Source: an optimization exercise on an open RTL-to-GDS flow (aim: small area). Production flows keep margins and buffers that such runs may drop. The RTL was checked by simulation tests, not by an equivalence proof against the original design. Power and IR drop assume default switching activity.

==> flow/config.mk <==
export PLATFORM = sky130hd
export DESIGN_NAME = ALU
export DESIGN_NICKNAME = ALU
export VERILOG_FILES = /design/flow/design.v
export SDC_FILE = /design/flow/constraint.sdc
export NUM_CORES = 4
export LEC_CHECK = 0
export CAP_MARGIN = 0
export CORE_MARGIN = 2
export CORE_UTILIZATION = 60
export CTS_BUF_LIST = sky130_fd_sc_hd__clkbuf_4
export CTS_CLUSTER_SIZE = 30
export SLEW_MARGIN = 0
export SYNTH_HIERARCHICAL = 1
export SYNTH_MINIMUM_KEEP_SIZE = 0
==> flow/constraint.sdc <==
create_clock -name core_clock -period 100.0 [get_ports {clk}]
set_input_delay 20.0000 -clock core_clock [delete_from_list [all_inputs] [get_ports {clk}]]
set_output_delay 20.0000 -clock core_clock [all_outputs]
set_load 0.01 [all_outputs]
==> flow/design.v <==
`timescale 1ns/1ns
module ALU_fa (
    input  logic x,
    input  logic y,
    input  logic ci,
    output logic s,
    output logic co
);
    assign s  = x ^ y ^ ci;
    assign co = (x & y) | (ci & (x ^ y));
endmodule
module ALU_mx (
    input  logic s,
    input  logic x,
    input  logic sel,
    input  logic nsel,
    output logic xo_n
);
    assign xo_n = ~((s | nsel) & (x | sel));
endmodule
module ALU_inv (
    input  logic a,
    output logic y
);
    assign y = ~a;
endmodule
module ALU_bs (
    input  logic b,
    input  logic nsh,
    input  logic pa,
    input  logic pb,
    output logic bs
);
    assign bs = (b & nsh) | (pa & pb);
endmodule
module ALU_yb (
    input  logic       a,
    input  logic       bs,
    input  logic [3:0] lut,
    output logic       y
);
    assign y = lut[{a, bs}];
endmodule
module ALU_nor2 (
    input  logic a,
    input  logic b,
    output logic y
);
    assign y = ~(a | b);
endmodule
module ALU_a22o (
    input  logic a1,
    input  logic a2,
    input  logic b1,
    input  logic b2,
    output logic x
);
    assign x = (a1 & a2) | (b1 & b2);
endmodule
module ALU_o21a (
    input  logic a1,
    input  logic a2,
    input  logic b1,
    output logic x
);
    assign x = (a1 | a2) & b1;
endmodule
module ALU_o211a (
    input  logic a1,
    input  logic a2,
    input  logic b1,
    input  logic c1,
    output logic x
);
    assign x = (a1 | a2) & b1 & c1;
endmodule
module ALU_ob (
    input  logic x,
    input  logic selx,
    input  logic q,
    input  logic selq,
    input  logic r,
    input  logic hold,
    output logic d
);
    assign d = (selx & x) | (selq & q) | (hold & r);
endmodule
module ALU_and2 (
    input  logic a,
    input  logic b,
    output logic y
);
    assign y = a & b;
endmodule
module ALU_nand2 (
    input  logic a,
    input  logic b,
    output logic y
);
    assign y = ~(a & b);
endmodule
module ALU_a21o (
    input  logic a1,
    input  logic a2,
    input  logic b1,
    output logic x
);
    assign x = (a1 & a2) | b1;
endmodule
module ALU_c_a21o (
    input  logic A1,
    input  logic A2,
    input  logic B1,
    output logic X
);
    assign X = (A1&A2) | (B1);
endmodule
module ALU_c_a22o (
    input  logic A1,
    input  logic A2,
    input  logic B1,
    input  logic B2,
    output logic X
);
    assign X = (B1&B2) | (A1&A2);
endmodule
module ALU_c_and2 (
    input  logic A,
    input  logic B,
    output logic X
);
    assign X = (A&B);
endmodule
module ALU_c_and3 (
    input  logic A,
    input  logic B,
    input  logic C,
    output logic X
);
    assign X = (A&B&C);
endmodule
module ALU_c_inv (
    input  logic A,
    output logic Y
);
    assign Y = (~A);
endmodule
module ALU_c_nand2 (
    input  logic A,
    input  logic B,
    output logic Y
);
    assign Y = (~A) | (~B);
endmodule
module ALU_c_nand3 (
    input  logic A,
    input  logic B,
    input  logic C,
    output logic Y
);
    assign Y = (~A) | (~B) | (~C);
endmodule
module ALU_c_nand3b (
    input  logic A_N,
    input  logic B,
    input  logic C,
    output logic Y
);
    assign Y = (A_N) | (~B) | (~C);
endmodule
module ALU_c_nor2 (
    input  logic A,
    input  logic B,
    output logic Y
);
    assign Y = (~A&~B);
endmodule
module ALU_c_o211a (
    input  logic A1,
    input  logic A2,
    input  logic B1,
    input  logic C1,
    output logic X
);
    assign X = (A1&B1&C1) | (A2&B1&C1);
endmodule
module ALU_c_o21a (
    input  logic A1,
    input  logic A2,
    input  logic B1,
    output logic X
);
    assign X = (A1&B1) | (A2&B1);
endmodule
module ALU_c_o21ai (
    input  logic A1,
    input  logic A2,
    input  logic B1,
    output logic Y
);
    assign Y = (~A1&~A2) | (~B1);
endmodule
module ALU_c_or2 (
    input  logic A,
    input  logic B,
    output logic X
);
    assign X = (A) | (B);
endmodule
module ALU_c_or3 (
    input  logic A,
    input  logic B,
    input  logic C,
    output logic X
);
    assign X = (A) | (B) | (C);
endmodule
module ALU_dec(alu_op, shift_cnt, rst_n, cf_in, x0a, nsh, pa, pb, divm, mulm, narith0, cin0, lut, selx, selq, hold, ror);
  input [5:0] alu_op;
  wire [5:0] alu_op;
  input [4:0] shift_cnt;
  wire [4:0] shift_cnt;
  input rst_n;
  wire rst_n;
  input cf_in;
  wire cf_in;
  output x0a;
  wire x0a;
  output nsh;
  wire nsh;
  output [3:0] pa;
  wire [3:0] pa;
  output [3:0] pb;
  wire [3:0] pb;
  output divm;
  wire divm;
  output mulm;
  wire mulm;
  output narith0;
  wire narith0;
  output cin0;
  wire cin0;
  output [3:0] lut;
  wire [3:0] lut;
  output selx;
  wire selx;
  output selq;
  wire selq;
  output hold;
  wire hold;
  output ror;
  wire ror;
  wire _00_;
  wire _01_;
  wire _02_;
  wire _03_;
  wire _04_;
  wire _05_;
  wire _06_;
  wire _07_;
  wire _08_;
  wire _09_;
  wire _10_;
  wire _11_;
  wire _12_;
  wire _13_;
  wire _14_;
  wire _15_;
  wire _16_;
  wire _17_;
  wire _18_;
  wire _19_;
  wire _20_;
  wire _21_;
  wire _22_;
  wire _23_;
  wire _24_;
  wire _25_;
  wire _26_;
  wire _27_;
  wire _28_;
  wire _29_;
  wire _30_;
  wire _31_;
  wire _32_;
  wire _33_;
  wire _34_;
  wire _35_;
  wire _36_;
  wire o0;
  wire o1;
  wire o2;
  wire o3;
  wire o4;
  wire o5;
  ALU_c_inv _37_ (
    .A(alu_op[4]),
    .Y(_00_)
  );
  ALU_c_inv _38_ (
    .A(alu_op[1]),
    .Y(_01_)
  );
  ALU_c_or3 _39_ (
    .A(_01_),
    .B(alu_op[0]),
    .C(alu_op[4]),
    .X(_02_)
  );
  ALU_c_nand2 _40_ (
    .A(alu_op[2]),
    .B(_02_),
    .Y(_03_)
  );
  ALU_c_nor2 _41_ (
    .A(alu_op[3]),
    .B(alu_op[4]),
    .Y(_04_)
  );
  ALU_c_nor2 _42_ (
    .A(_03_),
    .B(_04_),
    .Y(divm)
  );
  ALU_c_inv _43_ (
    .A(alu_op[2]),
    .Y(_05_)
  );
  ALU_c_nand2 _44_ (
    .A(_05_),
    .B(_04_),
    .Y(_06_)
  );
  ALU_c_nor2 _45_ (
    .A(alu_op[1]),
    .B(alu_op[0]),
    .Y(_07_)
  );
  ALU_c_nor2 _46_ (
    .A(_06_),
    .B(_07_),
    .Y(_08_)
  );
  ALU_c_nor2 _47_ (
    .A(divm),
    .B(_08_),
    .Y(_09_)
  );
  ALU_c_o211a _48_ (
    .A1(alu_op[1]),
    .A2(_00_),
    .B1(_02_),
    .C1(_09_),
    .X(lut[1])
  );
  ALU_c_nor2 _49_ (
    .A(alu_op[1]),
    .B(alu_op[4]),
    .Y(_10_)
  );
  ALU_c_nand2 _50_ (
    .A(alu_op[0]),
    .B(_10_),
    .Y(_11_)
  );
  ALU_c_a21o _51_ (
    .A1(_02_),
    .A2(_11_),
    .B1(_06_),
    .X(_12_)
  );
  ALU_c_and2 _52_ (
    .A(_03_),
    .B(_12_),
    .X(_13_)
  );
  ALU_c_inv _53_ (
    .A(alu_op[3]),
    .Y(_14_)
  );
  ALU_c_nor2 _54_ (
    .A(_14_),
    .B(alu_op[4]),
    .Y(_15_)
  );
  ALU_c_nand2 _55_ (
    .A(alu_op[2]),
    .B(_15_),
    .Y(_16_)
  );
  ALU_c_nor2 _56_ (
    .A(alu_op[1]),
    .B(_04_),
    .Y(_17_)
  );
  ALU_c_o21ai _57_ (
    .A1(alu_op[0]),
    .A2(_00_),
    .B1(_17_),
    .Y(_18_)
  );
  ALU_c_and3 _58_ (
    .A(_09_),
    .B(_16_),
    .C(_18_),
    .X(lut[3])
  );
  ALU_c_o21a _59_ (
    .A1(alu_op[1]),
    .A2(alu_op[0]),
    .B1(lut[3]),
    .X(_19_)
  );
  ALU_c_o21ai _60_ (
    .A1(_13_),
    .A2(_19_),
    .B1(_11_),
    .Y(lut[0])
  );
  ALU_c_o21ai _61_ (
    .A1(alu_op[3]),
    .A2(alu_op[4]),
    .B1(_07_),
    .Y(_20_)
  );
  ALU_c_nand2 _62_ (
    .A(_13_),
    .B(_20_),
    .Y(lut[2])
  );
  ALU_c_nor2 _63_ (
    .A(shift_cnt[4]),
    .B(shift_cnt[3]),
    .Y(_21_)
  );
  ALU_c_nor2 _64_ (
    .A(_01_),
    .B(_05_),
    .Y(_22_)
  );
  ALU_c_nand2 _65_ (
    .A(alu_op[1]),
    .B(alu_op[2]),
    .Y(_23_)
  );
  ALU_c_and3 _66_ (
    .A(_02_),
    .B(_19_),
    .C(_23_),
    .X(mulm)
  );
  ALU_c_or2 _67_ (
    .A(divm),
    .B(mulm),
    .X(narith0)
  );
  ALU_c_and2 _68_ (
    .A(_15_),
    .B(narith0),
    .X(_24_)
  );
  ALU_c_nand2 _69_ (
    .A(_22_),
    .B(_24_),
    .Y(_25_)
  );
  ALU_c_and3 _70_ (
    .A(shift_cnt[2]),
    .B(_21_),
    .C(_25_),
    .X(pb[1])
  );
  ALU_c_o21ai _71_ (
    .A1(shift_cnt[0]),
    .A2(_22_),
    .B1(_24_),
    .Y(_26_)
  );
  ALU_c_nand2 _72_ (
    .A(shift_cnt[1]),
    .B(_23_),
    .Y(_27_)
  );
  ALU_c_nor2 _73_ (
    .A(_26_),
    .B(_27_),
    .Y(pa[3])
  );
  ALU_c_nor2 _74_ (
    .A(_26_),
    .B(pa[3]),
    .Y(pa[1])
  );
  ALU_c_inv _75_ (
    .A(shift_cnt[2]),
    .Y(_28_)
  );
  ALU_c_a22o _76_ (
    .A1(_28_),
    .A2(_21_),
    .B1(_22_),
    .B2(_24_),
    .X(pb[0])
  );
  ALU_c_o21ai _77_ (
    .A1(alu_op[3]),
    .A2(_22_),
    .B1(alu_op[4]),
    .Y(_29_)
  );
  ALU_c_nand3b _78_ (
    .A_N(alu_op[5]),
    .B(rst_n),
    .C(_29_),
    .Y(hold)
  );
  ALU_c_nor2 _79_ (
    .A(_25_),
    .B(hold),
    .Y(ror)
  );
  ALU_c_nor2 _80_ (
    .A(shift_cnt[0]),
    .B(_22_),
    .Y(_30_)
  );
  ALU_c_nand2 _81_ (
    .A(_24_),
    .B(_30_),
    .Y(_31_)
  );
  ALU_c_nor2 _82_ (
    .A(shift_cnt[1]),
    .B(_31_),
    .Y(pa[0])
  );
  ALU_c_inv _83_ (
    .A(_24_),
    .Y(nsh)
  );
  ALU_c_nand2 _84_ (
    .A(shift_cnt[4]),
    .B(_10_),
    .Y(_32_)
  );
  ALU_c_nand2 _85_ (
    .A(divm),
    .B(_32_),
    .Y(_33_)
  );
  ALU_c_nor2 _86_ (
    .A(hold),
    .B(_33_),
    .Y(selq)
  );
  ALU_c_nand3b _87_ (
    .A_N(shift_cnt[4]),
    .B(shift_cnt[3]),
    .C(_25_),
    .Y(_34_)
  );
  ALU_c_nor2 _88_ (
    .A(shift_cnt[2]),
    .B(_34_),
    .Y(pb[2])
  );
  ALU_c_nand3 _89_ (
    .A(alu_op[4]),
    .B(cf_in),
    .C(_07_),
    .Y(_35_)
  );
  ALU_c_nand2 _90_ (
    .A(_09_),
    .B(_35_),
    .Y(cin0)
  );
  ALU_c_o21ai _91_ (
    .A1(_14_),
    .A2(alu_op[4]),
    .B1(_23_),
    .Y(_36_)
  );
  ALU_c_o21ai _92_ (
    .A1(_19_),
    .A2(_36_),
    .B1(_16_),
    .Y(x0a)
  );
  ALU_c_nor2 _93_ (
    .A(divm),
    .B(hold),
    .Y(selx)
  );
  ALU_c_nor2 _94_ (
    .A(_28_),
    .B(_34_),
    .Y(pb[3])
  );
  ALU_c_and3 _95_ (
    .A(shift_cnt[1]),
    .B(_24_),
    .C(_30_),
    .X(pa[2])
  );
  assign o5 = alu_op[5];
  assign o4 = alu_op[4];
  assign o3 = alu_op[3];
  assign o2 = alu_op[2];
  assign o1 = alu_op[1];
  assign o0 = alu_op[0];
endmodule
module ALU (
    input  logic clk,
    input  logic rst_n,
    input  logic [5:0] alu_op,
    input  logic word,
    input  logic [15:0] a,
    input  logic [15:0] b,
    input  logic cf_in,
    input  logic [4:0] shift_cnt,
    output logic [15:0] result
);
    genvar k;
    logic       x0a, nsh, divm, mulm, narith0, cin0, selx, selq, hold, ror;
    logic [3:0] pa, pb, lut;
    ALU_dec u_dec (
        .alu_op(alu_op), .shift_cnt(shift_cnt), .rst_n(rst_n), .cf_in(cf_in),
        .x0a(x0a), .nsh(nsh), .pa(pa), .pb(pb), .divm(divm), .mulm(mulm),
        .narith0(narith0), .cin0(cin0), .lut(lut), .selx(selx), .selq(selq),
        .hold(hold), .ror(ror)
    );
    logic [15:0] bs, y, yn;
    generate
        for (k = 0; k < 16; k++) begin : g_y
            ALU_bs  u_bs (.b(b[k]), .nsh(nsh), .pa(pa[k % 4]), .pb(pb[k / 4]), .bs(bs[k]));
            ALU_yb  u_yb (.a(a[k]), .bs(bs[k]), .lut(lut), .y(y[k]));
            ALU_inv u_yn (.a(y[k]), .y(yn[k]));
        end
    endgenerate
    logic [16:0] hz;           
    assign hz[0] = divm;
    logic [15:0] x0;
    generate
        for (k = 0; k < 16; k++) begin : g_x0
            if (((15 - k) & 1) == 1) begin : g_n
                ALU_nand2 u_x0 (.a(a[k]), .b(x0a), .y(x0[k]));
            end else begin : g_p
                ALU_and2 u_x0 (.a(a[k]), .b(x0a), .y(x0[k]));
            end
        end
    endgenerate
    logic [15:0] xo [0:15];    
    logic [15:0] q;
    generate
        for (k = 15; k >= 0; k--) begin : g_row
            localparam int W = 16 - k;
            localparam logic P = 1'((15 - k) & 1);
            logic [W-1:0] xi, yi;
            logic [W:0]   c;
            logic         sel, nsel;
            if (k == 15) begin : g_first
                assign xi = x0[15];
            end else begin : g_next
                assign xi = {xo[k+1][15:k+1], x0[k]};
            end
            assign yi   = P ? yn[W-1:0] : y[W-1:0];
            assign c[0] = ((k == 0) ? cin0 : divm) ^ P;
            if (P) begin : g_ctl_n
                logic nma;
                if (k == 0) begin : g_h0
                    ALU_inv u_hz (.a(divm), .y(hz[k+1]));
                end else begin : g_h
                    ALU_nand2 u_hz (.a(hz[k]), .b(y[16-k]), .y(hz[k+1]));
                end
                ALU_nand2 u_ma (.a(mulm), .b(a[k]), .y(nma));
                if (k == 0) begin : g_s0
                    ALU_o211a u_s (.a1(c[W]), .a2(hz[k+1]), .b1(nma), .c1(narith0), .x(nsel));
                end else begin : g_s
                    ALU_o21a u_s (.a1(c[W]), .a2(hz[k+1]), .b1(nma), .x(nsel));
                end
                ALU_inv u_sel (.a(nsel), .y(sel));
            end else begin : g_ctl_p
                ALU_nor2 u_hz (.a(hz[k]), .b(yn[16-k]), .y(hz[k+1]));
                ALU_a22o u_s (.a1(mulm), .a2(a[k]), .b1(c[W]), .b2(hz[k+1]), .x(sel));
                ALU_inv u_nsel (.a(sel), .y(nsel));
            end
            assign q[k] = sel;
            for (genvar j = 0; j < W; j++) begin : g_bit
                logic s;
                ALU_fa u_fa (.x(xi[j]), .y(yi[j]), .ci(c[j]), .s(s), .co(c[j+1]));
                ALU_mx u_mx (.s(s), .x(xi[j]), .sel(sel), .nsel(nsel), .xo_n(xo[k][k+j]));
            end
            if (k > 0) begin : g_lo
                assign xo[k][k-1:0] = '0;
            end
        end
    endgenerate
    logic [15:0] d;
    generate
        for (k = 0; k < 16; k++) begin : g_ob
            logic dk;
            ALU_ob u_ob (
                .x(xo[0][k]), .selx(selx), .q(q[k]), .selq(selq),
                .r(result[k]), .hold(hold), .d(dk)
            );
            if (k == 15) begin : g_ror
                ALU_a21o u_e (.a1(ror), .a2(a[0]), .b1(dk), .x(d[k]));
            end else begin : g_plain
                assign d[k] = dk;
            end
        end
    endgenerate
    always_ff @(posedge clk)
        result <= d;
endmodule
==> flow/flow/run.sh <==
#!/bin/bash
# The standard layout (the standard.sh, unchanged synthesis), with the
# port buffers made from the smallest buffer cell instead of the default pick.
set -euo pipefail
export BUFFER_PORTS_ARGS="-buffer_cell sky130_fd_sc_hd__buf_1"
bash standard.sh > standard.log 2>&1
==> flow/standard.sh <==
#!/bin/bash
# synth_recipe.tcl (not shown) runs the flow's synth.tcl, then flattens the netlist and writes it again
# the make line also repeats each setting of config.mk as NAME=value (left out here)
make -C /OpenROAD-flow-scripts/flow DESIGN_CONFIG=/design/flow/config.mk WORK_HOME=/design/flow/orfs CLKGATE_MAP_FILE= SYNTH_SCRIPT=/design/flow/synth_recipe.tcl "${@:-finish}"
==> results of run 1 <==
## per-module statistics from Yosys (local to each module, per instance), excerpt
module,copies in the design,cells inside
ALU_inv,33,1
ALU_yb,16,1
ALU_a22o,8,1
ALU_nor2,8,1
ALU_c_nand3b,2,1
ALU_c_a22o,1,1
ALU_fa,136,1
ALU_nand2,23,1
ALU_c_o21a,1,1
ALU_c_o21ai,7,1
ALU_c_nand3,1,1
ALU_o21a,7,1
ALU_mx,136,1
ALU_c_inv,6,1
## worst max-delay path: cells and delay by family
kind	cells	cell delay [ns]
simple gates	23	4.62
buf+inv	21	5.89
mux	1	0.40
fa+ha+maj	120	48.32
compound gates	37	9.21
## worst max-delay path by stage
stage                     slack (ns)  startpoint  cells past startpoint                 end
after global placement         13.13   alu_op[1]                    202  result[15]$_DFF_P_
after global routing            9.01   alu_op[1]                    202  result[15]$_DFF_P_
after floorplan                19.38   alu_op[1]                    199  result[15]$_DFF_P_
after detailed placement       12.20   alu_op[1]                    202  result[15]$_DFF_P_
after CTS                      12.36   alu_op[1]                    202  result[15]$_DFF_P_
final                          11.71   alu_op[1]                    202  result[15]$_DFF_P_
## logic make-up (layout without fill, tap and decap cells)
group	count (synthesis)	count (layout)
AO/OA/AOI/OAI	196	196
adder cells (fa/ha/maj)	136	136
AND/OR/NAND/NOR	81	81
buffers and inverters	57	124
multiplexers	16	16
flip-flops	16	16
## through the flow
stage	hold slack (ns)	power, mW
detailed placement	0.4687	0.1121
global placement	0.4602	0.1053
floorplan	0.5222	0.08679
CTS	0.4924	0.1157
finish	0.4920	0.1171
global route	0.4997	0.1316
## cells in the mapped netlist
master / instances
fa_1: 136
o22ai_1: 136
inv_1: 57
nand2_1: 35
nor2_1: 27
a22o_1: 25
a222oi_1: 16
dfxtp_1: 16
mux4_2: 16
and2_1: 10
o21a_1: 8
o21ai_1: 7
and3_1: 4
a21o_1: 2
nand3b_1: 2
o211a_1: 2
nand3_1: 1
or2_1: 1
or3_1: 1
## layer usage
metal / track usage, % / vias to the layer above
met5: 0 / -
met4: 7.271 / 0
met3: 5.655 / 27
met2: 57.01 / 257
met1: 52.73 / 2416
li1: - / 2064
## cell type report
| class | instances | area (um^2) | area share (%) |
|---|---|---|---|
| clock buffers | 3 | 22.52 | 0.3924 |
| inverters | 57 | 214.0 | 3.728 |
| multi-input cells | 429 | 4796 | 83.56 |
| flip-flops and latches | 16 | 320.3 | 5.581 |
| well taps | 108 | 135.1 | 2.354 |
| repair buffers | 64 | 251.5 | 4.382 |
## power breakdown
part / internal [mW] / total, mW / switching, mW / leakage [nW]
clock network: 0.00140 / 0.00358 / 0.00218 / 0.0138
logic: 0.0418 / 0.102 / 0.0607 / 2.00
registers: 0.00943 / 0.0111 / 0.00164 / 0.133
==> results by group, run 1 <==
Hold path
  – Min-Delay Endpoint: result[5]$_DFF_P_
  – Hold_sp: result[5]$_DFF_P_
  – HP Class: reg2reg
  – Hold Path Depth: 2

Route
  – Vias per cell: 7.037
  – DRC errors left: 0
  – Met3 WL post-DR: 1507 um
  – Drt pass-1 iters: 8
  – Initial drt markers: 517
  – Met2 wire length: 7752 um
  – Final antenna-violating net count: 0
  – Average wire per standard cell: 23.92 um
  – Highest Signal Layer: met4
  – Metal-1 WL: 6634 um
  – Final WL: 16190 um
  – Via count: 4764

Timing
  – Final Hold Fails: 0
  – Worst slew pin tran: 1.268 ns
  – Fin crit period: 88.29 ns
  – Unrepaired setup endpoints after global routing: no
  – F_max: 11.33 MHz
  – Final setup margin: 11.71 ns
  – Clock Skew: 0 ns
  – Slew Limit Headroom: 15.18%
  – Setup TNS: 0 ns
  – Final worst path period share: 88.29%
  – Final setup fails: 0
  – Max Slew Vio Count: 0

Synth
  – Post-Syn Instances: 502
  – Post-Synth Adder-Cell Area: 51.08%
  – Synth Area in XOR/XNOR: 0%
  – Post-synth top area share: 51.08%
  – Post-synthesis register bit count: 16
  – Largest area contributor in the netlist: fa_1
  – Distinct cells, synth: 19
  – Avg Cell Area, Syn: 10.62 um^2
  – Largest cells by area after synthesis: fa_1 51%, o22ai_1 16%, mux4_2 6.8%, dfxtp_1 6.0%, a22o_1 4.1%
  – Syn Nets: 685
  – Mapped Area: 5330 um^2
  – Largest family of logic cells by synthesized area: adder cells
  – Register area share after synthesis: 6.009%
  – Compound-Gate Fraction of Synth Area: 25.52%
  – Yosys warns: 9
  – Synth Area in Simple Gates: 6.620%
  – Post-synthesis mux area share: 6.761%

Cells and area
  – FILL cells: 756
  – Area delta synth->final: 7.676%
  – Finished Layout Cells: 677
  – Nets: 754
  – Design area: 5739 um^2
  – Share of layout cells above drive strength 1: 3.866%
  – ANT cells: 0
  – Largest regs: result: 16 flops
  – Most flop-heavy register: result
  – Most frequent cells in the layout: 136 x fa_1, 136 x o22ai_1, 61 x buf_1
  – Post-layout util: 66.13%
  – Largest register FFs: 16

Clock tree
  – Clock Latency Late Sink: 0.29 ns
  – H-tree levels: 1
  – TritonCTS clock tree: done
  – Reg clk slew, reported paths: 0.10 ns
  – Post-CTS Resized: 0
  – Root buf cell: clkbuf_4
  – CTS max path bufs: 2
  – CTS sink cnt: 16
  – CTS Buf Count: 3
  – Postcts setup bufs: 0
  – Post-CTS Hold Buffers: 0

Floorplanning
  – Core Box Area: 8678 um^2
  – Io pins: 63
  – Die H: 98.25 um
  – DIE AREA: 9653 um^2
  – Initial Util: 61.42%
  – Die width: 98.25 um
  – Num rows: 34

Placed design
  – Post-DP HPWL: 13100 um
  – GPL Wtd Cong: 1.017
  – Placed instance area: 5717 um^2
  – Placed Cells: 674
  – I/O Buffers: 61
  – Worst slack, placed: 12.20 ns

Global routing
  – Largest net degree at the start of global routing: 20
  – GRT Overall Usage: 35.56%
  – Vias in the first global route: 4922
  – First-pass GRT wire length: 26390 um
  – Grt ovf: 0
  – Antenna violations before repair: 0

Power
  – Peak supply drop: 10.33 uV
  – LEAKAGE: 2.145 nW
  – Power per standard cell area: 20.40 nW/um^2

Setup path
  – Setup CP Type: in2reg
  – Critical path's most frequent cell: fa_1
  – Endpoint class of the critical path: flop
  – Slowest-stage cell, CP: and3_1
  – Arr. time, crit path: 88.49 ns
  – Worst path max stage delay: 0.63 ns
  – Crit path max fanout: 17
  – Worst R2R Start: result[15]$_DFF_P_
  – CP startpoint kind: primary input
  – Data required, critical path: 100.20 ns
  – Reg2reg path depth: 3
  – Worst R2R Setup Slack: 99.08 ns
  – R2r endpoint: result[15]$_DFF_P_

Status
  – Result of the run: timing/DRC/antenna clean

Run
  – Maximum Capacitance Violations: 0
==> run 2: changes to the inputs <==
--- a/flow/config.mk
+++ b/flow/config.mk
@@ -8,5 +8,5 @@
 export CAP_MARGIN = 0
 export CORE_MARGIN = 2
-export CORE_UTILIZATION = 60
+export CORE_UTILIZATION = 25
 export CTS_BUF_LIST = sky130_fd_sc_hd__clkbuf_4
 export CTS_CLUSTER_SIZE = 30
==> run 2 against run 1 <==
Still clean on timing, DRC and antenna. Setup slack improved by 2.6 ns. Clock-buffer cell count unchanged. Sequential power about the same. Area after synthesis unchanged. Register-to-register slack about the same. Global-route usage decreased by 21 points. Largest power group unchanged.
==> results by group, run 2 <==
Synth
  – Primary FF master, synth: dfxtp_1
  – Post-synthesis mux area share: 6.761%
  – Largest area contributor in the netlist: fa_1
  – Compound-Gate Fraction of Synth Area: 25.52%
  – Largest cells by area after synthesis: fa_1 51%, o22ai_1 16%, mux4_2 6.8%, dfxtp_1 6.0%, a22o_1 4.1%
  – Asr flop ratio synth: 0%
  – Number of synthesized flops with an enable pin: 0
  – Register area share after synthesis: 6.009%
  – Post-Syn Instances: 502
  – Distinct cells, synth: 19
  – Avg Cell Area, Syn: 10.62 um^2
  – Mapped Area: 5330 um^2
  – Post-synth top cells: 136 x fa_1, 136 x o22ai_1, 57 x inv_1, 35 x nand2_1, 27 x nor2_1
  – Synth Area in XOR/XNOR: 0%
  – Syn Nets: 685
  – Largest family of logic cells by synthesized area: adder cells
  – Post-synth top area share: 51.08%
  – Synth Area in Simple Gates: 6.620%
  – Post-synthesis register bit count: 16
  – Post-Synth Adder-Cell Area: 51.08%
  – Yosys warns: 9

Power
  – P_int: 51.38 uW
  – Peak supply drop: 7.559 uV
  – Clock power share: 3.2%
  – Switching share of total power: 54.60%
  – Power per standard cell area: 18.99 nW/um^2
  – Sequential share of power: 10.0%
  – LEAKAGE: 2.151 nW
  – Combinational Power Share: 86.8%
  – Net Switching: 61.80 uW

Clock tree
  – Root buf cell: clkbuf_4
  – H-tree levels: 1
  – TritonCTS clock tree: done
  – Postcts setup bufs: 0
  – Post-CTS Hold Buffers: 0
  – CTS Buf Count: 3
  – CTS sink cnt: 16
  – Clock Latency Late Sink: 0.29 ns
  – CTS max path bufs: 2
  – Post-CTS Resized: 0
  – Reg clk slew, reported paths: 0.09 ns

Hold path
  – HP Class: reg2reg

Route
  – Via count: 4598
  – DRC errors left: 0
  – Final antenna-violating net count: 0
  – Initial drt markers: 321
  – Drt pass-1 iters: 5
  – Average wire per standard cell: 18.58 um
  – Final WL: 15720 um
  – Vias per cell: 5.435

Cells and area
  – Share of layout cells above drive strength 1: 4.028%
  – Largest register FFs: 16
  – Area delta synth->final: 11.81%
  – FILL cells: 2290
  – Most frequent cells in the layout: 136 x fa_1, 136 x o22ai_1, 61 x buf_1
  – Most flop-heavy register: result
  – Nets: 755
  – Largest regs: result: 16 flops
  – Finished Layout Cells: 846
  – ANT cells: 0

Setup path
  – Arr. time, crit path: 85.90 ns
  – Setup CP Type: in2reg
  – Buffers plus inverters on the worst setup path: 21
  – Endpoint class of the critical path: flop
  – CP startpoint kind: primary input
  – Slowest-stage cell, CP: inv_1
  – Crit path max fanout: 17
  – Crit path max-delay family: adder cells
  – Critical path's most frequent cell: fa_1
  – Worst path max stage delay: 0.51 ns
  – Data required, critical path: 100.20 ns

Timing
  – Final worst path period share: 85.70%
  – Setup TNS: 0 ns
  – F_max: 11.67 MHz
  – Slew Limit Headroom: 25.86%
  – Final setup margin: 14.30 ns
  – Final setup fails: 0
  – Clock Skew: 0 ns
  – Fin crit period: 85.70 ns
  – Final Hold Fails: 0
  – Max Slew Vio Count: 0
  – Unrepaired setup endpoints after global routing: no
  – Worst slew pin tran: 1.108 ns

Placed design
  – Post-DP HPWL: 13810 um
  – Worst slack, placed: 13.83 ns
  – GPL Wtd Cong: 0.8836
  – Placed Cells: 842
  – I/O Buffers: 61

Floorplanning
  – DIE AREA: 22500 um^2
  – Die H: 150.0 um
  – Num rows: 53
  – Initial Util: 25.44%
  – Die width: 150.0 um
  – Io pins: 63
  – Core Box Area: 20960 um^2

Global routing
  – Grt ovf: 0
  – Vias in the first global route: 4672
  – Antenna violations before repair: 0
  – GRT Overall Usage: 14.72%
  – Largest net degree at the start of global routing: 20
  – First-pass GRT wire length: 25790 um

Status
  – Result of the run: timing/DRC/antenna clean

Run
  – Maximum Capacitance Violations: 0
[run 2: cell counts after synthesis]
Identical to the previous run, type by type.
[run 2: per-layer routing]
layer / track usage (%) / routed length, um
met3: 1.921 / 822
met5: 0 / 0
met4: 2.547 / 275
met1: 20.36 / 6728
met2: 25.00 / 7891
[run 2: final cells by class]
cell class / count / area (um^2) / share of cell area, %
clock buffers: 3 / 22.52 / 0.3779
multi-input cells: 429 / 4796 / 80.47
well taps: 275 / 344.1 / 5.774
clock inverters: 1 / 3.754 / 0.06299
flip-flops and latches: 16 / 320.3 / 5.375
repair buffers: 65 / 259.0 / 4.346
inverters: 57 / 214.0 / 3.590
[run 2: through the flow]
step / cell area, um^2 / power [mW] / util (%) / hold WS [ns]
finish: 5959 / 0.1132 / 28.44 / 0.4899
global route: 5959 / 0.1309 / 28.44 / 0.5339
CTS: 5959 / 0.1146 / 28.44 / 0.4978
detailed placement: 5933 / 0.1105 / 28.31 / 0.4705
global placement: 5933 / 0.1054 / 28.31 / 0.4691
floorplan: 5330 / 0.08679 / - / 0.5222
[run 2: power by group through the flow]
| stage | combinational (mW) | clock [mW] | sequential (mW) |
|---|---|---|---|
| 2_1_floorplan | 0.0744 | 0 | 0.0124 |
| 3_3_place_gp | 0.0938 | 0 | 0.0117 |
| 3_5_place_dp | 0.0989 | 0 | 0.0116 |
| 4_1_cts | 0.0992 | 0.00400 | 0.0115 |
| 5_1_grt | 0.115 | 0.00456 | 0.0118 |
| 6_report | 0.0982 | 0.00365 | 0.0113 |
[run 2: logic make-up (layout without fill, tap and decap cells)]
logic type | count (synthesis) | in the layout
buffers and inverters | 57 | 126
AO/OA/AOI/OAI | 196 | 196
multiplexers | 16 | 16
adder cells (fa/ha/maj) | 136 | 136
AND/OR/NAND/NOR | 81 | 81
flip-flops | 16 | 16
[run 2: final timing paths]
| path | start | to | cells past startpoint | slack (ns) |
|---|---|---|---|---|
| setup / recovery | alu_op[1] | result[15]$_DFF_P_ | 202 | 14.30 |
| hold / removal | result[14]$_DFF_P_ | result[14]$_DFF_P_ | 2 | 0.49 |
| setup reg to reg | result[15]$_DFF_P_ | result[15]$_DFF_P_ | 3 | 99.09 |
| hold reg to reg | result[14]$_DFF_P_ | result[14]$_DFF_P_ | 2 | 0.49 |
[run 2: Yosys stat by module, one instance, submodules excluded, excerpt]
| module | cell area (um^2) | copies in the design | cells inside |
|---|---|---|---|
| ALU_fa | 20.02 | 136 | 1 |
| ALU_ob | 13.76 | 16 | 2 |
| ALU_c_o211a | 10.01 | 1 | 1 |
| ALU_c_nand3b | 7.507 | 2 | 1 |
| ALU_c_o21ai | 5.005 | 7 | 1 |
| ALU_inv | 3.754 | 33 | 1 |
| ALU_c_nand2 | 3.754 | 12 | 1 |
[run 2: tightest hold or removal path: stages (launching register included)]
cell and delay, ns:
dfxtp_1 0.34, a222oi_1 0.08, inv_1 0.05
==> run 3: changes to the inputs <==
--- a/flow/config.mk
+++ b/flow/config.mk
@@ -8,5 +8,5 @@
 export CAP_MARGIN = 0
 export CORE_MARGIN = 2
-export CORE_UTILIZATION = 25
+export CORE_UTILIZATION = 75
 export CTS_BUF_LIST = sky130_fd_sc_hd__clkbuf_4
 export CTS_CLUSTER_SIZE = 30
==> run 3 against run 2 <==
Still clean. Final cell count down 21%. Maximum frequency shrank 3.2%. Global-route usage increased by 30 points. Wire length up 5.1%. First-iteration DRC count up 140%. Clock-buffer cell count is the same. Setup slack worse by 2.8 ns. Clock power fell by 6.6%. Area after synthesis did not move. Sequential share of layout area up 0.22 points. Worst hold slack hardly changed. Die area is 65% lower. Highest routed layer unchanged.
==> results by group, run 3 <==
Setup path
  – Buffers plus inverters on the worst setup path: 21
  – Worst path max stage delay: 0.63 ns
  – Critical path's most frequent cell: fa_1
  – Crit path max-delay family: adder cells
  – R2r endpoint: result[15]$_DFF_P_
  – Setup CP Type: in2reg
  – CP endpoint: result[15]$_DFF_P_
  – Endpoint class of the critical path: flop
  – Crit path max fanout: 17
  – Instance count on the critical path: 202
  – Worst R2R Start: result[15]$_DFF_P_
  – Arr. time, crit path: 88.68 ns
  – Worst Setup SP: alu_op[1]
  – Slowest-stage cell, CP: and3_1
  – Reg2reg path depth: 3
  – CP startpoint kind: primary input
  – Worst R2R Setup Slack: 99.06 ns
  – Data required, critical path: 100.18 ns

Global routing
  – GRT Overall Usage: 45.21%
  – First-pass GRT wire length: 26160 um
  – Antenna violations before repair: 0
  – Vias in the first global route: 5231
  – Grt ovf: 0
  – Largest net degree at the start of global routing: 20

Clock tree
  – CTS Buf Count: 3
  – CTS sink cnt: 16
  – Reg clk slew, reported paths: 0.09 ns
  – Clock Latency Late Sink: 0.28 ns
  – Root buf cell: clkbuf_4
  – Post-CTS Resized: 0
  – H-tree levels: 1
  – TritonCTS clock tree: done
  – CTS max path bufs: 2
  – Postcts setup bufs: 0
  – Post-CTS Hold Buffers: 0

Route
  – Final WL: 16530 um
  – Average wire per standard cell: 24.85 um
  – Via count: 5113
  – Drt pass-1 iters: 6
  – Final antenna-violating net count: 0
  – Initial drt markers: 774
  – Vias per cell: 7.689
  – DRC errors left: 0

Synth
  – Asr flop ratio synth: 0%
  – Number of synthesized flops with an enable pin: 0
  – Syn Nets: 685
  – Primary FF master, synth: dfxtp_1
  – Mapped Area: 5330 um^2
  – Register area share after synthesis: 6.009%
  – Distinct cells, synth: 19
  – Avg Cell Area, Syn: 10.62 um^2
  – Largest area contributor in the netlist: fa_1
  – Yosys warns: 9
  – Post-synth top cells: 136 x fa_1, 136 x o22ai_1, 57 x inv_1, 35 x nand2_1, 27 x nor2_1
  – Post-synthesis register bit count: 16
  – Largest cells by area after synthesis: fa_1 51%, o22ai_1 16%, mux4_2 6.8%, dfxtp_1 6.0%, a22o_1 4.1%
  – Post-Syn Instances: 502
  – Post-synth top area share: 51.08%

Timing
  – Clock Skew: 0 ns
  – Fin crit period: 88.50 ns
  – Final setup margin: 11.50 ns
  – Hold WS: 0.4903 ns
  – Unrepaired setup endpoints after global routing: no
  – Setup TNS: 0 ns
  – Worst slew pin tran: 1.184 ns
  – Slew Limit Headroom: 20.78%
  – F_max: 11.30 MHz
  – Final worst path period share: 88.50%
  – Max Slew Vio Count: 0
  – Final Hold Fails: 0
  – Final setup fails: 0

Cells and area
  – Post-layout util: 83.79%
  – Largest regs: result: 16 flops
  – Nets: 754
  – FILL cells: 405
  – Largest register FFs: 16
  – Multi-input gate area: 4796 um^2
  – Share of layout cells above drive strength 1: 3.866%
  – Area delta synth->final: 7.394%
  – Most frequent cells in the layout: 136 x fa_1, 136 x o22ai_1, 61 x buf_1
  – ANT cells: 0
  – Finished Layout Cells: 665
  – Most flop-heavy register: result
  – Register area: 320.3 um^2

Power
  – Clock power share: 2.8%
  – Peak supply drop: 10.18 uV
  – P_int: 53.75 uW
  – LEAKAGE: 2.145 nW
  – Power per standard cell area: 21.18 nW/um^2
  – Combinational Power Share: 87.9%
  – Net Switching: 67.49 uW
  – Switching share of total power: 55.67%
  – Sequential share of power: 9.3%

Placed design
  – Post-DP HPWL: 12880 um
  – Placed Cells: 662
  – I/O Buffers: 61
  – GPL Wtd Cong: 0.9383
  – Worst slack, placed: 12.52 ns

Status
  – Result of the run: timing/DRC/antenna clean

Floorplanning
  – Die width: 88.30 um
  – Num rows: 30
  – Core Box Area: 6832 um^2
  – DIE AREA: 7797 um^2
  – Io pins: 63
  – Die H: 88.30 um
  – Initial Util: 78.02%

Hold path
  – HP Class: reg2reg

Run
  – Maximum Capacitance Violations: 0
run 3: cell count changes in the layout (fill, tap and decap cells not counted), sizes merged:
cell    before  now
buf         65   64
clkinv       1    0
run 3: power groups by stage:
stage	Combinational, mW	Sequential (mW)	Clock [mW]
after floorplan	0.0744	0.0124	0
after global placement	0.0927	0.0111	0
after detailed placement	0.103	0.0113	0
after CTS	0.103	0.0111	0.00348
after global routing	0.118	0.0115	0.00379
final	0.107	0.0113	0.00341
run 3: logic make-up after synthesis:
group                      synth area share (%)
muxes                                     6.761
AOI/OAI and AO/OA                         25.52
and+or+nand+nor                           6.620
buffers and inverters                     4.014
adders and majority gates                 51.08
DFF                                       6.009
run 3: worst min path at each step:
stage	cells after the start	to	from	slack, ns
finish	2	result[1]$_DFF_P_	result[1]$_DFF_P_	0.49
CTS	2	result[1]$_DFF_P_	result[1]$_DFF_P_	0.49
detailed placement	2	result[1]$_DFF_P_	result[1]$_DFF_P_	0.47
global route	2	result[1]$_DFF_P_	result[1]$_DFF_P_	0.52
floorplan	2	result[14]$_DFF_P_	result[14]$_DFF_P_	0.52
global placement	2	result[0]$_DFF_P_	result[0]$_DFF_P_	0.46
run 3: through the flow:
step | instance area, um^2 | total power, mW
finish | 5724 | 0.1212
global placement | 5702 | 0.1038
global route | 5724 | 0.1330
floorplan | 5330 | 0.08679
detailed placement | 5702 | 0.1139
CTS | 5724 | 0.1175
run 3: layout make-up:
| type | instances | area share [%] |
|---|---|---|
| Multi-Input combinational cell | 429 | 83.78 |
| Sequential cell | 16 | 5.596 |
| Timing Repair Buffer | 64 | 4.393 |
| Inverter | 57 | 3.738 |
| Tap cell | 96 | 2.098 |
| Clock buffer | 3 | 0.3934 |
run 3: per-layer routing:
metal | wire length [um] | GRT usage [%] | up-vias | share of wire [%]
met5 | 0 | 0 | - | 0
met4 | 631 | 19.15 | 0 | 3.8
met3 | 2397 | 13.71 | 83 | 15
met2 | 7878 | 69.86 | 492 | 48
met1 | 5620 | 60.70 | 2476 | 34
li1 | - | - | 2062 | -
run 3: modules after synthesis, one instance, submodules excluded, excerpt:
module       copies in the design  flops+latches  cell area, um^2
ALU                             1             16            327.8
ALU_bs                         16              0            8.758
ALU_c_a21o                      1              0            7.507
ALU_c_nand3                     1              0            5.005
ALU_c_o21ai                     7              0            5.005
ALU_c_or2                       1              0            6.256
ALU_c_or3                       1              0            6.256
ALU_inv                        33              0            3.754
ALU_mx                        136              0            6.256
ALU_nand2                      23              0            3.754
ALU_nor2                        8              0            3.754
ALU_o211a                       1              0            10.01
ALU_yb                         16              0            22.52
run 3: worst register-to-register path, stage by stage, from the launching register on:
cell and delay (ns):
dfxtp_1 0.32, a222oi_1 0.27, inv_1 0.08, a21o_1 0.16
==> run 4: changes to the inputs <==
--- a/flow/config.mk
+++ b/flow/config.mk
@@ -8,5 +8,5 @@
 export CAP_MARGIN = 0
 export CORE_MARGIN = 2
-export CORE_UTILIZATION = 75
+export CORE_UTILIZATION = 85
 export CTS_BUF_LIST = sky130_fd_sc_hd__clkbuf_4
 export CTS_CLUSTER_SIZE = 30
==> run 4 against run 3 <==
The run now fails in global placement. Area after synthesis is the same. Synthesized cell count is the same.
==> results by group, run 4 <==
Status
  – Result of the run: did not finish
  – Halt Stage: global placement
  – Tool error: [ERROR GPL-0301] Utilization 100.473 % exceeds 100%.

Synth
  – Yosys warns: 9
  – Largest area contributor in the netlist: fa_1
  – Primary FF master, synth: dfxtp_1
  – Largest cells by area after synthesis: fa_1 51%, o22ai_1 16%, mux4_2 6.8%, dfxtp_1 6.0%, a22o_1 4.1%
  – Distinct cells, synth: 19
  – Post-synthesis register bit count: 16
  – Syn Nets: 685
  – Mapped Area: 5330 um^2
  – Avg Cell Area, Syn: 10.62 um^2
  – Asr flop ratio synth: 0%
  – Post-synth top cells: 136 x fa_1, 136 x o22ai_1, 57 x inv_1, 35 x nand2_1, 27 x nor2_1
  – Register area share after synthesis: 6.009%
  – Post-synth top area share: 51.08%
  – Number of synthesized flops with an enable pin: 0
  – Post-Syn Instances: 502

Floorplanning
  – Io pins: 63
  – Initial Util: 88.97%
  – Num rows: 28
  – Die H: 83.19 um
  – Die width: 83.19 um

Placed design
  – I/O Buffers: 61
run 4: cell counts after synthesis:
Identical to the previous run, type by type.
run 4: logic make-up after synthesis:
family | count (synthesis) | synth area share [%]
compound gates | 196 | 25.52
fa+ha+maj | 136 | 51.08
simple gates | 81 | 6.620
buf+inv | 57 | 4.014
mux | 16 | 6.761
flops | 16 | 6.009
run 4: Yosys stat by module, one instance, submodules excluded, a selection:
module	times used	area [um^2]	flops+latches
ALU	1	327.8	16
ALU_a22o	8	8.758	0
ALU_c_and2	2	6.256	0
ALU_c_inv	6	3.754	0
ALU_c_nand3b	2	7.507	0
ALU_c_nor2	19	3.754	0
ALU_c_o211a	1	10.01	0
ALU_nor2	8	3.754	0
==> run 5: changes to the inputs <==
--- a/flow/config.mk
+++ b/flow/config.mk
@@ -8,5 +8,5 @@
 export CAP_MARGIN = 0
 export CORE_MARGIN = 2
-export CORE_UTILIZATION = 85
+export CORE_UTILIZATION = 40
 export CTS_BUF_LIST = sky130_fd_sc_hd__clkbuf_4
 export CTS_CLUSTER_SIZE = 30
==> run 5 against run 4 <==
Now clean on timing, DRC and antenna. Synthesized cell count is the same. Area after synthesis is the same.
==> results by group, run 5 <==
Clock tree
  – Clock Latency Late Sink: 0.30 ns
  – Post-CTS Hold Buffers: 0
  – Root buf cell: clkbuf_4
  – CTS Buf Count: 3
  – CTS sink cnt: 16
  – TritonCTS clock tree: done
  – Reg clk slew, reported paths: 0.09 ns
  – H-tree levels: 1
  – CTS max path bufs: 2
  – Post-CTS Resized: 0
  – Postcts setup bufs: 0

Setup path
  – Slowest-stage cell, CP: and3_1
  – Arr. time, crit path: 86.23 ns
  – Critical path's most frequent cell: fa_1
  – Worst R2R Start: result[15]$_DFF_P_
  – CP endpoint: result[15]$_DFF_P_
  – Setup CP Type: in2reg
  – Endpoint class of the critical path: flop
  – Crit path max fanout: 17
  – Worst path max stage delay: 0.52 ns
  – CP startpoint kind: primary input
  – Worst R2R Setup Slack: 99.08 ns
  – Instance count on the critical path: 202
  – Worst Setup SP: alu_op[1]
  – Data required, critical path: 100.20 ns
  – Buffers plus inverters on the worst setup path: 21
  – R2r endpoint: result[15]$_DFF_P_
  – Crit path max-delay family: adder cells
  – Reg2reg path depth: 3

Route
  – Vias per cell: 6.246
  – Highest Signal Layer: met4
  – Via count: 4666
  – Initial drt markers: 363
  – DRC errors left: 0
  – Final antenna-violating net count: 0
  – Met3 WL post-DR: 752 um
  – Drt pass-1 iters: 5
  – Final WL: 15440 um
  – Metal-1 WL: 6390 um
  – Average wire per standard cell: 20.67 um
  – Met2 wire length: 7914 um

Timing
  – Slew Limit Headroom: 26.06%
  – Worst slew pin tran: 1.105 ns
  – F_max: 11.62 MHz
  – Setup TNS: 0 ns
  – Final worst path period share: 86.03%
  – Max Slew Vio Count: 0
  – Fin crit period: 86.03 ns
  – Final Hold Fails: 0
  – Unrepaired setup endpoints after global routing: no
  – Clock Skew: 0 ns
  – Final setup fails: 0

Floorplanning
  – Io pins: 63
  – DIE AREA: 14260 um^2
  – Core Box Area: 13140 um^2
  – Num rows: 42
  – Die H: 119.4 um
  – Die width: 119.4 um
  – Initial Util: 40.57%

Synth
  – Syn Nets: 685
  – Number of synthesized flops with an enable pin: 0
  – Avg Cell Area, Syn: 10.62 um^2
  – Post-Syn Instances: 502
  – Synth Area in XOR/XNOR: 0%
  – Asr flop ratio synth: 0%
  – Mapped Area: 5330 um^2
  – Largest cells by area after synthesis: fa_1 51%, o22ai_1 16%, mux4_2 6.8%, dfxtp_1 6.0%, a22o_1 4.1%
  – Post-Synth Adder-Cell Area: 51.08%
  – Distinct cells, synth: 19
  – Post-synthesis register bit count: 16
  – Yosys warns: 9
  – Largest area contributor in the netlist: fa_1
  – Post-synthesis mux area share: 6.761%
  – Largest family of logic cells by synthesized area: adder cells
  – Primary FF master, synth: dfxtp_1
  – Synth Area in Simple Gates: 6.620%
  – Compound-Gate Fraction of Synth Area: 25.52%
  – Register area share after synthesis: 6.009%
  – Post-synth top cells: 136 x fa_1, 136 x o22ai_1, 57 x inv_1, 35 x nand2_1, 27 x nor2_1
  – Post-synth top area share: 51.08%

Cells and area
  – Largest regs: result: 16 flops
  – ANT cells: 0
  – Area delta synth->final: 9.484%
  – Most frequent cells in the layout: 136 x fa_1, 136 x o22ai_1, 61 x buf_1
  – Share of layout cells above drive strength 1: 4.028%
  – Most flop-heavy register: result
  – Nets: 755
  – Multi-input gate area: 4796 um^2
  – Largest register FFs: 16
  – FILL cells: 1328
  – Post-layout util: 44.42%
  – Register area: 320.3 um^2

Status
  – Result of the run: timing/DRC/antenna clean

Global routing
  – Largest net degree at the start of global routing: 20
  – Vias in the first global route: 4900
  – First-pass GRT wire length: 25380 um
  – Antenna violations before repair: 0
  – GRT Overall Usage: 22.70%
  – Grt ovf: 0

Power
  – Power Total: 113.5 uW
  – LEAKAGE: 2.151 nW
  – Power per standard cell area: 19.45 nW/um^2
  – Peak supply drop: 9.433 uV

Placed design
  – I/O Buffers: 61
  – GPL Wtd Cong: 0.9019
  – Post-DP HPWL: 13320 um

Hold path
  – HP Class: reg2reg

Run
  – Maximum Capacitance Violations: 0
-- run 5: worst min-delay path by stage --
| stage | depth (start not counted) | slack (ns) | end | from |
|---|---|---|---|---|
| floorplan | 2 | 0.52 | result[14]$_DFF_P_ | result[14]$_DFF_P_ |
| global placement | 2 | 0.46 | result[13]$_DFF_P_ | result[13]$_DFF_P_ |
| detailed placement | 2 | 0.46 | result[13]$_DFF_P_ | result[13]$_DFF_P_ |
| CTS | 2 | 0.49 | result[14]$_DFF_P_ | result[14]$_DFF_P_ |
| global route | 2 | 0.52 | result[10]$_DFF_P_ | result[10]$_DFF_P_ |
| finish | 2 | 0.48 | result[14]$_DFF_P_ | result[14]$_DFF_P_ |
-- run 5: report_power, final --
| part | internal, mW | leakage (nW) | switching (mW) |
|---|---|---|---|
| sequential | 0.00943 | 0.133 | 0.00155 |
| combinational | 0.0407 | 2.00 | 0.0582 |
| clock | 0.00146 | 0.0154 | 0.00215 |
| total | 0.0516 | 2.15 | 0.0619 |
-- run 5: routing by layer --
metal  up-vias  GRT usage (%)
met1      2435          29.70
li1       2067              -
met5         -              0
met3        25          3.640
met4         0          5.221
met2       139          39.80
-- run 5: cell families after synthesis --
kind of cell               after synthesis
AOI/OAI and AO/OA                      196
and+or+nand+nor                         81
adders and majority gates              136
buffers and inverters                   57
DFF                                     16
muxes                                   16
-- run 5: tightest hold or removal path, stage by stage (launching register included) --
cell and delay (ns):
dfxtp_1 0.33, a222oi_1 0.08, inv_1 0.05
-- run 5: through the flow --
| stage | area (um^2) | hold WS, ns | worst slack [ns] | instances |
|---|---|---|---|---|
| 2_1_floorplan | 5330 | 0.5222 | 19.38 | 502 |
| 3_3_place_gp | 5809 | 0.4621 | 15.12 | 743 |
| 3_5_place_dp | 5809 | 0.4608 | 13.84 | 743 |
| 4_1_cts | 5836 | 0.4854 | 14.16 | 747 |
| 5_1_grt | 5836 | 0.5151 | 11.10 | 747 |
| 6_report | 5836 | 0.4847 | 13.97 | 747 |
-- run 5: per-module statistics from Yosys (local to each module, per instance), a selection --
module,cells,flip-flops and latches,times used,area [um^2]
ALU,18,16,1,327.8
ALU_a21o,1,0,1,7.507
ALU_a22o,1,0,8,8.758
ALU_and2,1,0,8,6.256
ALU_bs,1,0,16,8.758
ALU_c_a22o,1,0,1,8.758
ALU_c_and2,1,0,2,6.256
ALU_c_inv,1,0,6,3.754
ALU_c_nand3,1,0,1,5.005
ALU_c_o211a,1,0,1,10.01
ALU_c_o21ai,1,0,7,5.005
ALU_fa,1,0,136,20.02
ALU_inv,1,0,33,3.754
ALU_mx,1,0,136,6.256
ALU_o21a,1,0,7,7.507
ALU_ob,2,0,16,13.76
-- run 5: layout make-up --
type	instances	share of cell area [%]
multi-input cells	429	82.18
flip-flops and latches	16	5.489
repair buffers	65	4.438
well taps	176	3.774
inverters	57	3.666
clock buffers	3	0.3859
clock inverters	1	0.06432
==> run 6: changes to the inputs <==
--- a/flow/design.v
+++ b/flow/design.v
@@ -66,4 +66,12 @@
     assign x = (a1 | a2) & b1;
 endmodule
+module ALU_o21ai (
+    input  logic a1,
+    input  logic a2,
+    input  logic b1,
+    output logic y
+);
+    assign y = ~((a1 | a2) & b1);
+endmodule
 module ALU_o211a (
     input  logic a1,
@@ -677,8 +685,9 @@
                 if (k == 0) begin : g_s0
                     ALU_o211a u_s (.a1(c[W]), .a2(hz[k+1]), .b1(nma), .c1(narith0), .x(nsel));
+                    ALU_inv u_sel (.a(nsel), .y(sel));
                 end else begin : g_s
-                    ALU_o21a u_s (.a1(c[W]), .a2(hz[k+1]), .b1(nma), .x(nsel));
+                    ALU_o21ai u_s (.a1(c[W]), .a2(hz[k+1]), .b1(nma), .y(sel));
+                    ALU_inv u_nsel (.a(sel), .y(nsel));
                 end
-                ALU_inv u_sel (.a(nsel), .y(sel));
             end else begin : g_ctl_p
                 ALU_nor2 u_hz (.a(hz[k]), .b(yn[16-k]), .y(hz[k+1]));
--- a/flow/config.mk
+++ b/flow/config.mk
@@ -8,7 +8,8 @@
 export CAP_MARGIN = 0
 export CORE_MARGIN = 2
-export CORE_UTILIZATION = 40
+export CORE_UTILIZATION = 60
 export CTS_BUF_LIST = sky130_fd_sc_hd__clkbuf_4
 export CTS_CLUSTER_SIZE = 30
+export PLACE_DENSITY = 0.9
 export SLEW_MARGIN = 0
 export SYNTH_HIERARCHICAL = 1
==> run 6 against run 5 <==
Still clean. Sequential share of layout area rose by 0.080 points. First-iteration DRC count rose by 41%. Final cell count fell by 8.8%. Largest power group unchanged.
==> results by group, run 6 <==
Cells and area
  – Share of layout cells above drive strength 1: 4.538%
  – Most flop-heavy register: result
  – ANT cells: 0
  – Multi-input gate area: 4778 um^2
  – Register area: 320.3 um^2
  – Area delta synth->final: 8.267%
  – Nets: 758
  – Design area: 5752 um^2
  – FILL cells: 690
  – Largest regs: result: 16 flops
  – Largest register FFs: 16
  – Most frequent cells in the layout: 136 x fa_1, 136 x o22ai_1, 61 x buf_1

Floorplanning
  – Initial Util: 61.52%
  – Core Box Area: 8636 um^2
  – Die H: 98.10 um
  – Die width: 98.10 um
  – Io pins: 63
  – Num rows: 34
  – DIE AREA: 9623 um^2

Run
  – Maximum Capacitance Violations: 0

Clock tree
  – Reg clk slew, reported paths: 0.09 ns
  – Post-CTS Hold Buffers: 0
  – Root buf cell: clkbuf_4
  – Postcts setup bufs: 0
  – Clock Latency Late Sink: 0.29 ns
  – CTS max path bufs: 2
  – TritonCTS clock tree: done
  – CTS sink cnt: 16
  – CTS Buf Count: 3
  – Post-CTS Resized: 0
  – H-tree levels: 1

Timing
  – Fin crit period: 85.35 ns
  – Slew Limit Headroom: 28.78%
  – Setup TNS: 0 ns
  – F_max: 11.72 MHz
  – Unrepaired setup endpoints after global routing: no
  – Final Hold Fails: 0
  – Final worst path period share: 85.35%
  – Worst slew pin tran: 1.064 ns
  – Clock Skew: 0 ns
  – Max Slew Vio Count: 0
  – Final setup fails: 0

Synth
  – Largest cells by area after synthesis: fa_1 51%, o22ai_1 16%, mux4_2 6.8%, dfxtp_1 6.0%, a22o_1 4.1%
  – Post-synth top cells: 136 x fa_1, 136 x o22ai_1, 57 x inv_1, 35 x nand2_1, 27 x nor2_1
  – Yosys warns: 9
  – Asr flop ratio synth: 0%
  – Primary FF master, synth: dfxtp_1
  – Post-Syn Instances: 502
  – Syn Nets: 685
  – Mapped Area: 5313 um^2
  – Number of synthesized flops with an enable pin: 0
  – Distinct cells, synth: 19
  – Post-synthesis register bit count: 16
  – Register area share after synthesis: 6.029%
  – Avg Cell Area, Syn: 10.58 um^2
  – Largest area contributor in the netlist: fa_1
  – Post-synth top area share: 51.25%

Global routing
  – GRT Overall Usage: 32.75%
  – Vias in the first global route: 5182
  – Largest net degree at the start of global routing: 20
  – Antenna violations before repair: 0
  – First-pass GRT wire length: 24940 um
  – Grt ovf: 0

Setup path
  – Crit path max-delay family: adder cells
  – Critical path's most frequent cell: fa_1
  – Crit path max fanout: 17
  – Setup CP Type: in2reg
  – CP startpoint kind: primary input
  – Endpoint class of the critical path: flop
  – Buffers plus inverters on the worst setup path: 16
  – Worst path max stage delay: 0.64 ns
  – Data required, critical path: 100.19 ns
  – Slowest-stage cell, CP: o21ai_1
  – Arr. time, crit path: 85.54 ns

Power
  – Power per standard cell area: 20.25 nW/um^2
  – Clock power share: 3.1%
  – Switching share of total power: 54.70%
  – LEAKAGE: 2.108 nW
  – Combinational Power Share: 87.6%
  – Net Switching: 63.71 uW
  – P_int: 52.76 uW
  – Sequential share of power: 9.4%
  – Peak supply drop: 15.23 uV

Route
  – Drt pass-1 iters: 8
  – Final WL: 15180 um
  – Initial drt markers: 513
  – Average wire per standard cell: 22.29 um
  – DRC errors left: 0
  – Final antenna-violating net count: 0
  – Vias per cell: 7.260
  – Via count: 4944

Placed design
  – GPL Wtd Cong: 0.9810
  – Placed instance area: 5729 um^2
  – I/O Buffers: 61
  – Post-DP HPWL: 12720 um

Status
  – Result of the run: timing/DRC/antenna clean

Hold path
  – HP Class: reg2reg
## run 6: per-module statistics from Yosys (local to each module, per instance), excerpt
module / cell area [um^2] / flops+latches
ALU_a22o: 8.758 / 0
ALU_c_and3: 6.256 / 0
ALU_and2: 6.256 / 0
ALU_a21o: 7.507 / 0
ALU_c_o211a: 10.01 / 0
ALU_c_a21o: 7.507 / 0
ALU_mx: 6.256 / 0
ALU_fa: 20.02 / 0
ALU_c_and2: 6.256 / 0
ALU_yb: 22.52 / 0
## run 6: logic make-up after synthesis
group | after synthesis | share of synthesized area, %
AO/OA/AOI/OAI | 196 | 25.27
adder cells (fa/ha/maj) | 136 | 51.25
buffers and inverters | 57 | 4.027
flip-flops | 16 | 6.029
multiplexers | 16 | 6.783
AND/OR/NAND/NOR | 81 | 6.642
## run 6: final timing paths
path	depth (start not counted)	endpoint	slack, ns	from
worst max-delay path	197	result[15]$_DFF_P_	14.65	alu_op[1]
worst min-delay path	2	result[11]$_DFF_P_	0.49	result[11]$_DFF_P_
worst max register to register	3	result[15]$_DFF_P_	99.08	result[15]$_DFF_P_
worst min register to register	2	result[11]$_DFF_P_	0.49	result[11]$_DFF_P_
## run 6: layout make-up
cell class,instances,area share (%)
Multi-Input combinational cell,429,83.08
Sequential cell,16,5.569
Timing Repair Buffer,68,4.894
Inverter,57,3.720
Tap cell,108,2.349
Clock buffer,3,0.3916
## run 6: per-stage QoR
stage	total power [mW]	hold WS [ns]	setup slack (ns)	utilization, %	std cells
after floorplan	0.08671	0.5260	19.02	-	502
after global placement	0.1026	0.4649	16.73	66.34	678
after detailed placement	0.1117	0.4642	14.84	66.34	678
after CTS	0.1154	0.4880	15.17	66.60	681
after global routing	0.1318	0.5318	12.10	66.60	681
final	0.1165	0.4855	14.65	66.60	681
## run 6: metal layers
layer	wire (um)	track usage [%]	vias to the layer above
met3	1344	5.440	68
met5	0	0	-
met2	7533	56.01	321
met1	5367	41.05	2481
met4	933	15.28	0
li1	-	-	2074
## run 6: worst register-to-register path, stage by stage, from the launching register on
cell and delay, ns:
dfxtp_1 0.33, a222oi_1 0.29, inv_1 0.07, a21o_1 0.15
## run 6: power by group through the flow
stage | logic (mW) | registers [mW] | clock network (mW)
floorplan | 0.0743 | 0.0124 | 0
global placement | 0.0917 | 0.0109 | 0
detailed placement | 0.101 | 0.0111 | 0
CTS | 0.101 | 0.0109 | 0.00364
global route | 0.116 | 0.0113 | 0.00408
finish | 0.102 | 0.0109 | 0.00357
==> run 7: changes to the inputs <==
--- a/flow/config.mk
+++ b/flow/config.mk
@@ -11,5 +11,4 @@
 export CTS_BUF_LIST = sky130_fd_sc_hd__clkbuf_4
 export CTS_CLUSTER_SIZE = 30
-export PLACE_DENSITY = 0.9
 export SLEW_MARGIN = 0
 export SYNTH_HIERARCHICAL = 1
==> run 7 against run 6 <==
Still clean on timing, DRC and antenna. Sequential power about the same. Critical path depth up 1. Non-clock buffer count down 3. Core utilization down 0.26 points. Setup slack worse by 2.4 ns. Global-route usage up 3.1 points. Final cell count down 0.44%. Die area unchanged. Combinational power about the same. Critical path type unchanged.
==> results by group, run 7 <==
Cells and area
  – ANT cells: 0
  – Nets: 755
  – Share of layout cells above drive strength 1: 4.035%
  – Most frequent cells in the layout: 136 x fa_1, 136 x o22ai_1, 61 x buf_1
  – Largest regs: result: 16 flops
  – Design area: 5729 um^2
  – Largest register FFs: 16
  – Area delta synth->final: 7.843%
  – Finished Layout Cells: 678
  – Most flop-heavy register: result
  – FILL cells: 734

Clock tree
  – CTS max path bufs: 2
  – CTS sink cnt: 16
  – TritonCTS clock tree: done
  – Clock Latency Late Sink: 0.30 ns
  – Postcts setup bufs: 0
  – Post-CTS Hold Buffers: 0
  – H-tree levels: 1
  – Post-CTS Resized: 0
  – Reg clk slew, reported paths: 0.10 ns
  – Root buf cell: clkbuf_4
  – CTS Buf Count: 3

Floorplanning
  – Die H: 98.10 um
  – Initial Util: 61.52%
  – Num rows: 34
  – DIE AREA: 9623 um^2
  – Die width: 98.10 um
  – Core Box Area: 8636 um^2
  – Io pins: 63

Synth
  – Synth Area in Simple Gates: 6.642%
  – Post-synth top area share: 51.25%
  – Largest cells by area after synthesis: fa_1 51%, o22ai_1 16%, mux4_2 6.8%, dfxtp_1 6.0%, a22o_1 4.1%
  – Syn Nets: 685
  – Mapped Area: 5313 um^2
  – Avg Cell Area, Syn: 10.58 um^2
  – Distinct cells, synth: 19
  – Yosys warns: 9
  – Number of synthesized flops with an enable pin: 0
  – Post-synthesis register bit count: 16
  – Compound-Gate Fraction of Synth Area: 25.27%
  – Post-synth top cells: 136 x fa_1, 136 x o22ai_1, 57 x inv_1, 35 x nand2_1, 27 x nor2_1
  – Post-Synth Adder-Cell Area: 51.25%
  – Synth Area in XOR/XNOR: 0%
  – Largest family of logic cells by synthesized area: adder cells
  – Post-synthesis mux area share: 6.783%
  – Largest area contributor in the netlist: fa_1
  – Post-Syn Instances: 502
  – Register area share after synthesis: 6.029%
  – Asr flop ratio synth: 0%
  – Primary FF master, synth: dfxtp_1

Global routing
  – Grt ovf: 0
  – First-pass GRT wire length: 26730 um
  – Vias in the first global route: 5025
  – Antenna violations before repair: 0
  – Largest net degree at the start of global routing: 20
  – GRT Overall Usage: 35.85%

Run
  – Maximum Capacitance Violations: 0

Timing
  – Clock Skew: 0 ns
  – Final setup fails: 0
  – Fin crit period: 87.78 ns
  – Worst slew pin tran: 1.232 ns
  – Final worst path period share: 87.78%
  – Final Hold Fails: 0
  – Hold WS: 0.4931 ns
  – Max Slew Vio Count: 0
  – Slew Limit Headroom: 17.53%
  – Setup TNS: 0 ns
  – Unrepaired setup endpoints after global routing: no
  – F_max: 11.39 MHz

Route
  – DRC errors left: 0
  – Final WL: 16060 um
  – Final antenna-violating net count: 0
  – Via count: 4886
  – Initial drt markers: 423
  – Drt pass-1 iters: 8
  – Vias per cell: 7.206
  – Average wire per standard cell: 23.68 um

Setup path
  – Endpoint class of the critical path: flop
  – Crit path max fanout: 17
  – Slowest-stage cell, CP: o21ai_1
  – Critical path's most frequent cell: fa_1
  – Reg2reg path depth: 3
  – Data required, critical path: 100.20 ns
  – CP startpoint kind: primary input
  – Arr. time, crit path: 87.98 ns
  – Setup CP Type: in2reg
  – Worst path max stage delay: 0.72 ns

Placed design
  – Placed Cells: 675
  – Placed instance area: 5707 um^2
  – GPL Wtd Cong: 1.018
  – I/O Buffers: 61
  – Post-DP HPWL: 13000 um

Hold path
  – HP Class: reg2reg
  – Hold Path Depth: 2

Power
  – LEAKAGE: 2.092 nW
  – Peak supply drop: 10.03 uV
  – Power per standard cell area: 20.19 nW/um^2

Status
  – Result of the run: timing/DRC/antenna clean
run 7: modules after synthesis, one instance, submodules excluded, excerpt:
| module | flops+latches | area, um^2 | copies in the design | cells inside |
|---|---|---|---|---|
| ALU | 16 | 327.8 | 1 | 18 |
| ALU_c_a21o | 0 | 7.507 | 1 | 1 |
| ALU_c_and2 | 0 | 6.256 | 2 | 1 |
| ALU_c_nand3 | 0 | 5.005 | 1 | 1 |
| ALU_c_nand3b | 0 | 7.507 | 2 | 1 |
| ALU_c_o21ai | 0 | 5.005 | 7 | 1 |
| ALU_c_or3 | 0 | 6.256 | 1 | 1 |
| ALU_fa | 0 | 20.02 | 136 | 1 |
| ALU_inv | 0 | 3.754 | 33 | 1 |
| ALU_nor2 | 0 | 3.754 | 8 | 1 |
| ALU_yb | 0 | 22.52 | 16 | 1 |
run 7: metal layers:
layer / global-route usage [%] / share of wire, % / wire [um]
met1: 53.07 / 39 / 6246
met2: 54.69 / 48 / 7740
met3: 6.586 / 9.9 / 1594
met4: 11.65 / 3.0 / 477
met5: 0 / 0 / 0
run 7: cells by family (layout without fill, tap and decap cells):
kind of cell | after synthesis | after routing
compound gates | 196 | 196
fa+ha+maj | 136 | 136
simple gates | 81 | 81
buf+inv | 57 | 125
mux | 16 | 16
flops | 16 | 16
run 7: where the power goes:
part / internal, mW / switching (mW) / leakage (nW) / total, mW
logic: 0.0411 / 0.0598 / 1.94 / 0.101
clock network: 0.00140 / 0.00229 / 0.0138 / 0.00369
registers: 0.00943 / 0.00170 / 0.133 / 0.0111
run 7: cell type report:
cell class | instances | area [um^2] | area share, %
Multi-Input combinational cell | 429 | 4778 | 83.40
Sequential cell | 16 | 320.3 | 5.591
Timing Repair Buffer | 65 | 259.0 | 4.521
Clock buffer | 3 | 22.52 | 0.3931
Inverter | 57 | 214.0 | 3.734
Tap cell | 108 | 135.1 | 2.359
run 7: path summary, 6_finish.rpt:
check | startpoint | endpoint | slack, ns
setup / recovery | alu_op[1] | result[15]$_DFF_P_ | 12.22
hold / removal | result[3]$_DFF_P_ | result[3]$_DFF_P_ | 0.49
setup reg to reg | result[15]$_DFF_P_ | result[15]$_DFF_P_ | 99.07
hold reg to reg | result[3]$_DFF_P_ | result[3]$_DFF_P_ | 0.49
run 7: stage by stage:
step / utilization [%] / power [mW] / setup WS, ns
floorplan: - / 0.08671 / 19.02
CTS: 66.34 / 0.1153 / 12.74
global route: 66.34 / 0.1326 / 9.392
finish: 66.34 / 0.1157 / 12.22
global placement: 66.08 / 0.1054 / 13.39
detailed placement: 66.08 / 0.1115 / 12.48
run 7: worst max-delay path, delay by kind of cell:
family,cells,cell delay (ns)
adder cells (fa/ha/maj),120,48.27
multiplexers,1,0.35
AO/OA/AOI/OAI,36,10.42
buffers and inverters,15,3.96
AND/OR/NAND/NOR,26,4.85

afterwards: timing with drivers on the ports:
Ports are ideal in the flow. The routed layouts listed here were re-timed in OpenROAD. Step 1 sets driving cells, clkbuf_16 on the clock port and buf_2 on the other inputs (assumed; they add their load-dependent delay and slew). Step 2 also shifts input and output timing later by t, the mid clock arrival at the registers, as if the neighbouring blocks saw the same clock. Slacks: ideal ports / drivers / drivers and shift; pairs: ideal ports / drivers.
| run | t (ns) | setup slack, ns | slew at the worst register clock pin (ns) |
|---|---|---|---|
| run 1 | 0.311 | 11.712 / 11.712 / 11.401 | 0.10 / 0.10 |
| run 2 | 0.325 | 14.304 / 14.309 / 13.984 | 0.10 / 0.10 |
| run 3 | 0.301 | 11.504 / 11.497 / 11.196 | 0.09 / 0.09 |
| run 5 | 0.322 | 13.968 / 13.969 / 13.647 | 0.09 / 0.09 |
| run 6 | 0.315 | 14.651 / 14.654 / 14.339 | 0.10 / 0.10 |
| run 7 | 0.315 | 12.221 / 12.221 / 11.906 | 0.10 / 0.10 |
After both steps every run listed still meets setup and hold. For run 5, which loses most, drivers alone change the setup slack by +0.001 ns; drivers and shift together by -0.321 ns.
